What follows belongs to an exercise in optimizing a design on an open flow for small area; a production flow would make more cautious choices. The RTL was checked by simulation tests, not by an equivalence proof against the original design. Power and IR drop assume default switching activity.

Setup of v50:
## spi_interface
module spi_interface(
    output reg          mosi,
    input               miso,
    input               clk,
    input               rst,
    output reg          RX_valid,
    output reg [7:0]    output_shift_register,
    input               TX_valid,
    input [7:0]         input_shift_register
);
Size: roughly 960 cells after synthesis, ~710 flip-flops, ~22 I/O pins, about 16000 um^2 of cells after synthesis.
==> flow/config.mk <==
export PLATFORM = sky130hd
export DESIGN_NAME = spi_interface
export DESIGN_NICKNAME = spi_interface
export VERILOG_FILES = /design/flow/design.v
export SDC_FILE = /design/flow/constraint.sdc
export NUM_CORES = 8
export LEC_CHECK = 0
export CAP_MARGIN = 20
export CORE_MARGIN = 2
export CORE_UTILIZATION = 75
export PLACE_DENSITY = 0.8
export SLEW_MARGIN = 20
==> flow/constraint.sdc <==
create_clock -name core_clock -period 5.0 [get_ports {clk}]
set_input_delay 1.0000 -clock core_clock [delete_from_list [all_inputs] [get_ports {clk}]]
set_output_delay 1.0000 -clock core_clock [all_outputs]
set_load 0.01 [all_outputs]
standard.sh (not shown) runs the stock make flow with config.mk's settings and CLKGATE_MAP_FILE= SYNTH_SCRIPT=/design/flow/synth_recipe.tcl, a recipe that flattens the netlist after the stock synthesis.
==> flow/flow/run.sh <==
#!/bin/bash
# The standard layout, with our own clock tree synthesis options.
set -euo pipefail
export CTS_ARGS="-sink_clustering_enable -repair_clock_nets -sink_clustering_size 18 -sink_clustering_max_diameter 50 -buf_list sky130_fd_sc_hd__buf_6 -dont_use_dummy_load"
export BUFFER_PORTS_ARGS="-buffer_cell sky130_fd_sc_hd__buf_1"
bash standard.sh > standard.log 2>&1
Here is what was changed in the inputs of v30 compared with v50.
Settings: CORE_UTILIZATION: 75 -> 65; PLACE_DENSITY: 0.8 -> unset.
==> flow/flow/run.sh <==
#!/bin/bash
# The standard layout, with our own clock tree synthesis options.
set -euo pipefail
export CTS_ARGS="-sink_clustering_enable -repair_clock_nets -sink_clustering_size 16 -sink_clustering_max_diameter 40 -buf_list sky130_fd_sc_hd__buf_6 -dont_use_dummy_load"
export BUFFER_PORTS_ARGS="-buffer_cell sky130_fd_sc_hd__buf_1"
bash standard.sh > standard.log 2>&1
[summary]
v30 does worse than v50 on die area. Delta (v30 minus v50): worst slew margin relative to its limit shows a reduction of 0.70 points, met2 demand-to-capacity share in global routing shows a reduction of 3.2 points, via count of the first global-routing pass shows no meaningful change, setup slack shows a reduction of 93 ps. Going from v50 to v30, worst voltage drop across the vdd grid shrank by 0.043 mV; clock share of power grew by 1.2 points; depth of the critical timing path with buffers and inverters included shrank by 1; via count grew by 88; fraction of final layout cells with drive strength greater than 1 grew by 0.70 points. Between v30 and v50, it is v30 whose period utilization is higher, by 1.9 points.
Changes in v29 relative to v30:
Settings: ABC_AREA now 1, previously not set; PLACE_DENSITY now 0.8, previously not set; CORE_UTILIZATION now 75, was 65.
==> flow/flow/run.sh <==
#!/bin/bash
# The standard layout, with our own clock tree synthesis options.
set -euo pipefail
export CTS_ARGS="-sink_clustering_enable -repair_clock_nets -sink_clustering_size 19 -sink_clustering_max_diameter 50 -buf_list sky130_fd_sc_hd__buf_6 -dont_use_dummy_load"
export BUFFER_PORTS_ARGS="-buffer_cell sky130_fd_sc_hd__buf_1"
bash standard.sh > standard.log 2>&1
Findings:
- [compare] base=v30 new=v29: maximum single-stage delay on the critical path shows an increase of 50 ps, wire length shows an increase of 4.2%, utilization shows an increase of 11 points, layout multi-input combinational cell count shows an increase of 107.
- Going from v30 to v29, final setup skew saw little to no change, routability-driven placement congestion ratio decreased 3.0%, worst-case reg-to-reg path depth climbed 2.
- For v30, the worst-path cell with the longest stage delay was sky130_fd_sc_hd__a211oi_4, unlike v29, where it was sky130_fd_sc_hd__dfstp_2.
- v30 has a lower worst setup slack than v29.
### v29 -> v39
==> flow/flow/run.sh <==
#!/bin/bash
# The standard layout, with our own clock tree synthesis options.
set -euo pipefail
export CTS_ARGS="-sink_clustering_enable -repair_clock_nets -sink_clustering_size 14 -sink_clustering_max_diameter 30 -buf_list sky130_fd_sc_hd__buf_4 -dont_use_dummy_load"
export BUFFER_PORTS_ARGS="-buffer_cell sky130_fd_sc_hd__buf_1"
bash standard.sh > standard.log 2>&1
Results
Relative to v29, the final total power measured on v39 has increased slightly. Relative to v29, the cell area after layout measured on v39 has increased slightly. v39 vs. v29: switching power summed over all nets now larger; net count of the mapped netlist comparable; core utilization of the finished layout now larger.


Setup of v3:
Another version of the RTL of spi_interface (not shown whole).
For scale: about 1,100 cells after synthesis, roughly 710 flip-flops, roughly 22 I/O pins, ~17,000 um2 of cells after synthesis.
## spi_interface
module spi_interface(
    output reg          mosi,
    input               miso,
    input               clk,
    input               rst,
    output reg          RX_valid,
    output reg [7:0]    output_shift_register,
    input               TX_valid,
    input [7:0]         input_shift_register
);
make LEC_CHECK=0 CAP_MARGIN=20 CORE_MARGIN=2 CORE_UTILIZATION=65 CTS_BUF_LIST=sky130_fd_sc_hd__clkbuf_8 CTS_CLUSTER_DIAMETER=60 CTS_CLUSTER_SIZE=20 SLEW_MARGIN=20 finish   # period 5.0 ns
run.sh (not shown) runs the stock make flow with config.mk's settings and CLKGATE_MAP_FILE= SYNTH_SCRIPT=/design/flow/synth_recipe.tcl, a recipe that flattens the netlist after the stock synthesis.
Stock flow here: none of the scripts above is used.
v3 has completed all stages; timing, DRC and antenna checks passed.
Inputs modified between v3 and v6:
Settings: clearing CTS_BUF_LIST, which used to be sky130_fd_sc_hd__clkbuf_8; clearing CTS_CLUSTER_SIZE, which used to be 20; swapping 65 for 40 in CORE_UTILIZATION; clearing CTS_CLUSTER_DIAMETER, which used to be 60.
[summary]
v6 gives more die outline area than v3 did.
Between v6 and v3, it is v6 whose clock insertion delay at the later pin of the skew report is higher, by 0.02 ns.
v3 → v6: share of the clock period used by the worst path after layout grew by 1.1 points; least setup slack across all paths after layout moved down.
[inputs] v22 vs v6
Settings: a change of CORE_UTILIZATION from 40 to 65.
==> flow/flow/run.sh (new file) <==
#!/bin/bash
# The standard layout, with our own clock tree synthesis options.
set -euo pipefail
export CTS_ARGS="-sink_clustering_enable -repair_clock_nets -sink_clustering_size 40 -sink_clustering_max_diameter 60 -buf_list sky130_fd_sc_hd__clkbuf_16 -dont_use_dummy_load"
export BUFFER_PORTS_ARGS="-buffer_cell sky130_fd_sc_hd__buf_1"
bash standard.sh > standard.log 2>&1
==> flow/standard.sh (new file) <==
#!/bin/bash
# synth_recipe.tcl (not shown) runs the flow's synth.tcl, then flattens the netlist and writes it again
# the make line also repeats each setting of config.mk as NAME=value (left out here)
make -C /OpenROAD-flow-scripts/flow DESIGN_CONFIG=/design/flow/config.mk WORK_HOME=/design/flow/orfs CLKGATE_MAP_FILE= SYNTH_SCRIPT=/design/flow/synth_recipe.tcl "${@:-finish}"
removed: flow/run.sh
==> comparison <==
- In v22 the critical path arrival turned out 0.14 ns lower than in v6.
- v22 against v6; die area is down by more than a quarter.
- Side by side, multi-input gate share of total cell area turned out higher in v22 than in v6.
- Delta (v22 minus v6): global-route wire length before repair went down 5.0%, number of filler instances in the final layout has decreased.

afterwards: timing with drivers on the ports:
Ports are ideal in the flow. The routed layouts listed here were re-timed in OpenROAD. Step 1 sets driving cells, clkbuf_16 on the clock port and buf_2 on the other inputs (assumed; they add their load-dependent delay and slew). Step 2 times the ports against the registers' clock, not the clock port: input delays grow and output delays shrink by t, the midpoint of the rising clock arrivals with the driver on. Slacks: ideal ports / drivers / drivers and shift; pairs: ideal ports / drivers.
run	shift t [ns]	setup WS [ns]	hold slack, ns	latest minus earliest clock arrival (ns)	worst register clock-pin slew, ns
v50	0.556	2.705 / 2.699 / 2.705	0.301 / 0.301 / 0.301	0.060 / 0.060	0.11 / 0.11
v30	0.567	2.611 / 2.611 / 2.611	0.306 / 0.306 / 0.306	0.044 / 0.044	0.10 / 0.10
v29	0.540	2.788 / 2.743 / 3.067	0.305 / 0.305 / 0.305	0.041 / 0.041	0.12 / 0.12
v39	0.625	2.754 / 2.711 / 3.061	0.269 / 0.269 / 0.269	0.077 / 0.077	0.12 / 0.12
v3	0.609	1.906 / 1.906 / 1.906	0.315 / 0.315 / 0.315	0.027 / 0.028	0.12 / 0.12
v6	0.637	1.853 / 1.853 / 1.853	0.311 / 0.311 / 0.311	0.028 / 0.027	0.07 / 0.07
v22	0.619	1.967 / 1.967 / 1.967	0.253 / 0.253 / 0.253	0.078 / 0.078	0.13 / 0.13
After both steps setup and hold are still met in every run listed.
